From an optimization exercise on the open Yosys and OpenROAD flow, aimed at small area and a short achievable clock period; shortcuts taken in it are not production practice. RTL that was checked went through simulation tests only; none was proved equivalent to the original. No activity file was given, so power comes from the tool's default toggle rates.

Design rec_calc, start of the top module:
module rec_calc(
    input [16:0] valA,
    input [3:0] op,
    input clk,
    input reset,
    output [16:0] result
);
==> module calc_row, before the edit <==
module calc_row #(parameter int W = 17, parameter int K = 3) (
    input  logic [W-1:0]   x,
    input  logic [K*W-1:0] mk,      
    input  logic [K-1:0]   hz,      
    input  logic [K-1:0]   en,      
    output logic [W-1:0]   xn,
    output logic [K-1:0]   g
);
    function automatic logic [W:0] sub(input logic [W-1:0] a, input logic [W-1:0] y);
        logic [W-1:0] gg, tt;
        logic [W:0] c;
        integer i, d;
        gg = a & ~y;
        tt = a | ~y;
        gg[0] = tt[0];               
        for (d = 1; d < W; d = d * 2)
            for (i = 0; i < W; i = i + 1)
                if (i & d) begin
                    gg[i] = gg[i] | (tt[i] & gg[(i & ~(d - 1)) - 1]);
                    tt[i] = tt[i] & tt[(i & ~(d - 1)) - 1];
                end
        c[0] = 1'b1;
        c[W:1] = gg;
        sub = {c[W], a ^ (~y ^ c[W-1:0])};
    endfunction
    logic [W:0] t [1:K];
    always_comb begin
        for (int k = 1; k <= K; k++) begin
            t[k] = sub(x, mk[(k-1)*W +: W]);
            g[k-1] = (hz[k-1] & t[k][W]) | en[k-1];
        end
        xn = x & {W{~g[0]}};
        for (int k = 1; k <= K; k++)
            xn = xn | (t[k][W-1:0] & {W{g[k-1] & (k == K || !g[k])}});
    end
endmodule
export LEC_CHECK = 0
export ABC_AREA = 1
export CAP_MARGIN = 20
export CORE_MARGIN = 2
export CORE_UTILIZATION = 65
export SLEW_MARGIN = 20
create_clock -name core_clock -period 33.0 [get_ports {clk}]
standard.sh (not shown) runs the stock make flow with config.mk's settings and CLKGATE_MAP_FILE= SYNTH_SCRIPT=/design/flow/synth_recipe.tcl, a recipe that flattens the netlist after the stock synthesis.
==> flow/flow/run.sh <==
#!/bin/bash
set -euo pipefail
SETUP_MARGIN=$(cat flow/setup_margin.txt)
bash standard.sh synth > synth.log 2>&1
bash standard.sh "BUFFER_PORTS_ARGS=-buffer_cell sky130_fd_sc_hd__buf_4" \
    SETUP_SLACK_MARGIN=$SETUP_MARGIN SETUP_MOVE_SEQUENCE=sizeup,swap finish > layout.log 2>&1
==> flow/flow/setup_margin.txt <==
17
Rerun with:
--- a/flow/design.v
+++ b/flow/design.v
@@ -6,28 +6,11 @@
     output logic [W-1:0]   xn,
     output logic [K-1:0]   g
 );
-    function automatic logic [W:0] sub(input logic [W-1:0] a, input logic [W-1:0] y);
-        logic [W-1:0] gg, tt;
-        logic [W:0] c;
-        integer i, d;
-        gg = a & ~y;
-        tt = a | ~y;
-        gg[0] = tt[0];               
-        for (d = 1; d < W; d = d * 2)
-            for (i = 0; i < W; i = i + 1)
-                if (i & d) begin
-                    gg[i] = gg[i] | (tt[i] & gg[(i & ~(d - 1)) - 1]);
-                    tt[i] = tt[i] & tt[(i & ~(d - 1)) - 1];
-                end
-        c[0] = 1'b1;
-        c[W:1] = gg;
-        sub = {c[W], a ^ (~y ^ c[W-1:0])};
-    endfunction
     logic [W:0] t [1:K];
     always_comb begin
         for (int k = 1; k <= K; k++) begin
-            t[k] = sub(x, mk[(k-1)*W +: W]);
-            g[k-1] = (hz[k-1] & t[k][W]) | en[k-1];
+            t[k] = {1'b0, x} - {1'b0, mk[(k-1)*W +: W]};
+            g[k-1] = (hz[k-1] & ~t[k][W]) | en[k-1];
         end
         xn = x & {W{~g[0]}};
         for (int k = 1; k <= K; k++)
=> Core utilization went up by 0.11 points. Die area rises by 6.2%. Routed wire length grows by 2.7%. Power grows by 53%. Via count climbs by 0.46%.

---

rec_calc, a different RTL version from the one above (not shown whole).
For scale: ~2,200 cells after synthesis, roughly 40 I/O pins.
==> module calc_row, before the edit <==
module calc_row #(parameter int W = 17, parameter int K = 3) (
    input  logic [W-1:0]   x,
    input  logic [K*W-1:0] mk,      
    input  logic [K-1:0]   hz,      
    input  logic [K-1:0]   en,      
    output logic [W-1:0]   xn,
    output logic [K-1:0]   g
);
    function automatic logic [W:0] sub(input logic [W-1:0] a, input logic [W-1:0] y);
        logic [W-1:0] gg, pp, p;
        logic [W:0] c;
        integer i, d;
        p = a ^ ~y;
        pp = p;
        gg = a & ~y;
        gg[0] = gg[0] | pp[0];       
        for (d = 1; d < W; d = d * 2)
            for (i = 0; i < W; i = i + 1)
                if (i & d) begin
                    gg[i] = gg[i] | (pp[i] & gg[(i & ~(d - 1)) - 1]);
                    pp[i] = pp[i] & pp[(i & ~(d - 1)) - 1];
                end
        c[0] = 1'b1;
        c[W:1] = gg;
        sub = {c[W], p ^ c[W-1:0]};
    endfunction
    logic [W:0] t [1:K];
    always_comb begin
        for (int k = 1; k <= K; k++) begin
            t[k] = sub(x, mk[(k-1)*W +: W]);
            g[k-1] = (hz[k-1] & t[k][W]) | en[k-1];
        end
        xn = x & {W{~g[0]}};
        for (int k = 1; k <= K; k++)
            xn = xn | (t[k][W-1:0] & {W{g[k-1] & (k == K || !g[k])}});
    end
endmodule
==> module rec_calc, before the edit <==
module rec_calc(
    input [16:0] valA,
    input [3:0] op,
    input clk,
    input reset,
    output [16:0] result
);
    localparam int JS = 4;           
    logic [16:0] valB;               
    logic [16:0] sx;                 
    logic [16:2*JS] sq;              
    logic [16:0] sb;                 
    logic [18:0] sb3;                
    logic [2*JS-1:0] sa;             
    logic sdiv, ssub, smul;
    logic isdiv, ismul, issub, isadd;
    assign isdiv = (op == 4'd3);
    assign ismul = (op == 4'd2);
    assign issub = (op == 4'd1);
    assign isadd = ~isdiv & ~ismul & ~issub;
    logic [18:0] b3a;
    assign b3a = {2'b0, valB} + {1'b0, valB, 1'b0};
    logic [16:0] xa [JS:7];
    logic [16:0] qa;
    assign xa[7][13:0] = (isdiv | issub) ? valA[13:0] : ismul ? 14'h3fff : ~valA[13:0];
    logic [20:0] mk0;
    logic [6:0] hz0, g0;
    logic [2:0] xt;
    always_comb
        for (int k = 1; k <= 7; k++) begin
            logic [2:0] lo;
            lo = valB[2:0] * k;
            mk0[(k-1)*3 +: 3] = lo;
            hz0[k-1] = (valB <= 17'd7 / k);
        end
    calc_row #(.W(3), .K(7)) row_top (.x(valA[16:14]), .mk(mk0), .hz(hz0), .en(7'd0), .xn(xt), .g(g0));
    assign xa[7][16:14] = isdiv ? xt : issub ? valA[16:14]
                        : ismul ? ~(valA[16:14] * valB[2:0]) : ~valA[16:14];
    assign qa[16] = g0[3];
    assign qa[15] = (g0[1] & ~g0[3]) | g0[5];
    assign qa[14] = (g0[0] & ~g0[1]) | (g0[2] & ~g0[3]) | (g0[4] & ~g0[5]) | g0[6];
    for (genvar j = 6; j >= JS; j--) begin : rows_a
        logic [2:0] en;
        always_comb
            for (int k = 1; k <= 3; k++)
                en[k-1] = ismul & ({valA[2*j+1], valA[2*j]} >= k);
        calc_row4 #(.J(j)) row (.x(xa[j+1]), .b(valB), .b3(b3a), .div(isdiv), .en(en),
                                .xn(xa[j]), .q(qa[2*j+1:2*j]));
    end
    always @(posedge clk) begin
        if (reset) begin
            sx <= 17'h1ffff;
            sa <= '0;
            sdiv <= 1'b0;
            ssub <= 1'b0;
            smul <= 1'b1;
            valB <= 17'd0;
        end else begin
            sx <= xa[JS];
            sa <= valA[2*JS-1:0];
            sdiv <= isdiv;
            ssub <= issub;
            smul <= ismul;
            valB <= result;
        end
    end
    always @(posedge clk) begin
        sq <= qa[16:2*JS];
        sb <= valB;
        sb3 <= b3a;
    end
    logic [16:0] xb [0:JS];
    logic [2*JS-1:0] qb;
    assign xb[JS] = sx;
    for (genvar j = JS - 1; j >= 0; j--) begin : rows_b
        logic [2:0] en;
        always_comb
            for (int k = 1; k <= 3; k++)
                en[k-1] = (smul & ({sa[2*j+1], sa[2*j]} >= k))
                        | (~sdiv & ~smul & (j == 0) & (k == 1));
        calc_row4 #(.J(j)) row (.x(xb[j+1]), .b(sb), .b3(sb3), .div(sdiv), .en(en),
                                .xn(xb[j]), .q(qb[2*j+1:2*j]));
    end
    assign result = sdiv ? {sq, qb} : ssub ? xb[0] : ~xb[0];
endmodule
clock: 33.0 ns
lec_check: 0
abc_area: 1
cap_margin: 20
core_margin: 2
core_utilization: 65
slew_margin: 20
run.sh (not shown) runs the stock make flow with config.mk's settings and CLKGATE_MAP_FILE= SYNTH_SCRIPT=/design/flow/synth_recipe.tcl, a recipe that flattens the netlist after the stock synthesis.
Stock flow here: none of the scripts above is used.
The baseline ran to the end with no violations.
Rerun with:
==> flow/design.v (replaced) <==
module calc_row #(parameter int W = 17, parameter int K = 3) (
    input  logic [W-1:0]   x,
    input  logic [K*W-1:0] mk,      
    input  logic [K-1:0]   hz,      
    input  logic [K-1:0]   en,      
    output logic [W-1:0]   xn,
    output logic [K-1:0]   g
);
    logic [W:0] t [1:K];
    always_comb begin
        for (int k = 1; k <= K; k++) begin
            t[k] = {1'b0, x} - {1'b0, mk[(k-1)*W +: W]};
            g[k-1] = (hz[k-1] & ~t[k][W]) | en[k-1];
        end
        xn = x & {W{~g[0]}};
        for (int k = 1; k <= K; k++)
            xn = xn | (t[k][W-1:0] & {W{g[k-1] & (k == K || !g[k])}});
    end
endmodule
module calc_row4 #(parameter int J = 0) (
    input  logic [16:0] x,
    input  logic [16:0] b,
    input  logic [18:0] b3,         
    input  logic        div,
    input  logic [2:0]  en,
    output logic [16:0] xn,
    output logic [1:0]  q
);
    localparam int W = 17 - 2 * J;
    logic [18:0] m [1:3];
    logic [3*W-1:0] mk;
    logic [2:0] hz, g;
    assign m[1] = {2'b0, b};
    assign m[2] = {1'b0, b, 1'b0};
    assign m[3] = b3;
    always_comb
        for (int k = 1; k <= 3; k++) begin
            mk[(k-1)*W +: W] = m[k][W-1:0];
            hz[k-1] = div & ((m[k] >> W) == 19'd0);
        end
    calc_row #(.W(W), .K(3)) row (.x(x[16:2*J]), .mk(mk), .hz(hz), .en(en), .xn(xn[16:2*J]), .g(g));
    if (J > 0) begin : low
        assign xn[2*J-1:0] = x[2*J-1:0];
    end
    assign q[1] = g[1];
    assign q[0] = (g[0] & ~g[1]) | g[2];
endmodule
module rec_calc(
    input [16:0] valA,
    input [3:0] op,
    input clk,
    input reset,
    output [16:0] result
);
    localparam int JS = 4;           
    logic [16:0] valB;               
    logic [16:0] sx;                 
    logic [16:2*JS] sq;              
    logic [16:0] sb;                 
    logic [2*JS-1:0] sa;             
    logic sdiv, ssub, smul;
    logic isdiv, ismul, issub, isadd;
    assign isdiv = (op == 4'd3);
    assign ismul = (op == 4'd2);
    assign issub = (op == 4'd1);
    assign isadd = ~isdiv & ~ismul & ~issub;
    logic [18:0] b3a;
    assign b3a = {2'b0, valB} + {1'b0, valB, 1'b0};
    logic [16:0] xa [JS:7];
    logic [16:0] qa;
    assign xa[7][13:0] = (isdiv | issub) ? valA[13:0] : ismul ? 14'h3fff : ~valA[13:0];
    logic [20:0] mk0;
    logic [6:0] hz0, en0, g0;
    always_comb
        for (int k = 1; k <= 7; k++) begin
            logic [2:0] lo;
            lo = valB[2:0] * k;
            mk0[(k-1)*3 +: 3] = lo;
            hz0[k-1] = isdiv & (valB <= 17'd7 / k);
            en0[k-1] = ismul & (valA[16:14] >= k);
        end
    calc_row #(.W(3), .K(7)) row_top (
        .x((isdiv | issub) ? valA[16:14] : ismul ? 3'h7 : ~valA[16:14]),
        .mk(mk0), .hz(hz0), .en(en0), .xn(xa[7][16:14]), .g(g0));
    assign qa[16] = g0[3];
    assign qa[15] = (g0[1] & ~g0[3]) | g0[5];
    assign qa[14] = (g0[0] & ~g0[1]) | (g0[2] & ~g0[3]) | (g0[4] & ~g0[5]) | g0[6];
    for (genvar j = 6; j >= JS; j--) begin : rows_a
        logic [2:0] en;
        always_comb
            for (int k = 1; k <= 3; k++)
                en[k-1] = ismul & ({valA[2*j+1], valA[2*j]} >= k);
        calc_row4 #(.J(j)) row (.x(xa[j+1]), .b(valB), .b3(b3a), .div(isdiv), .en(en),
                                .xn(xa[j]), .q(qa[2*j+1:2*j]));
    end
    always @(posedge clk) begin
        if (reset) begin
            sx <= 17'h1ffff;
            sq <= '0;
            sb <= '0;
            sa <= '0;
            sdiv <= 1'b0;
            ssub <= 1'b0;
            smul <= 1'b1;
            valB <= 17'd0;
        end else begin
            sx <= xa[JS];
            sq <= qa[16:2*JS];
            sb <= valB;
            sa <= valA[2*JS-1:0];
            sdiv <= isdiv;
            ssub <= issub;
            smul <= ismul;
            valB <= result;
        end
    end
    logic [18:0] b3b;
    assign b3b = {2'b0, sb} + {1'b0, sb, 1'b0};
    logic [16:0] xb [0:JS];
    logic [2*JS-1:0] qb;
    assign xb[JS] = sx;
    for (genvar j = JS - 1; j >= 0; j--) begin : rows_b
        logic [2:0] en;
        always_comb
            for (int k = 1; k <= 3; k++)
                en[k-1] = (smul & ({sa[2*j+1], sa[2*j]} >= k))
                        | (~sdiv & ~smul & (j == 0) & (k == 1));
        calc_row4 #(.J(j)) row (.x(xb[j+1]), .b(sb), .b3(b3b), .div(sdiv), .en(en),
                                .xn(xb[j]), .q(qb[2*j+1:2*j]));
    end
    assign result = sdiv ? {sq, qb} : ssub ? xb[0] : ~xb[0];
endmodule
Outcome: Worst setup slack degrades by 920 ps; synthesized area is higher by 9.8%; total power is higher by 2.0%; design area is higher by 9.1%; register-to-register slack degrades by 940 ps; worst hold slack improves by 140 ps; combinational power is higher by about 7%; synthesized cell count is higher by 21%; critical path depth stays the same; clock skew is lower by 18 ps; non-clock buffer count is higher by 3.
Function was not checked in any run of this note: the RTL went through the layout flow alone.

re-timing with driven ports:
No port has a modelled driver above. Below, the same layouts with a new extraction and two added sets of constraints.
Step 1: set_driving_cell puts a clkbuf_16 on clk and a buf_2 on each other input, an assumption about the parent block.
Step 2 adds t to the input delays and takes it off the output delays; t is the mean of the earliest and latest rising clock arrival at the registers after step 1. Input paths then give back, and output paths get back, about the clock's delay inside the block.
Three values: ideal, step 1, step 2; two values: the first two.
run | t, ns | setup slack, ns | hold slack, ns | worst setup path at the end | pins driven straight from the clock port
the first run of note 1 | 0.380 | 17.160 / 17.117 / 17.497 | 0.394 / 0.394 / 0.394 | register to output | 1
the second run of note 1 | 0.388 | 16.678 / 16.630 / 17.018 | 0.383 / 0.383 / 0.383 | register to output | 1
the first run of note 2 | 0.387 | 13.757 / 13.714 / 14.101 | 0.412 / 0.412 / 0.412 | register to output | 1
the second run of note 2 | 0.394 | 12.836 / 12.787 / 13.181 | 0.551 / 0.551 / 0.551 | register to output | 1
After both steps setup and hold are still met in every run listed.
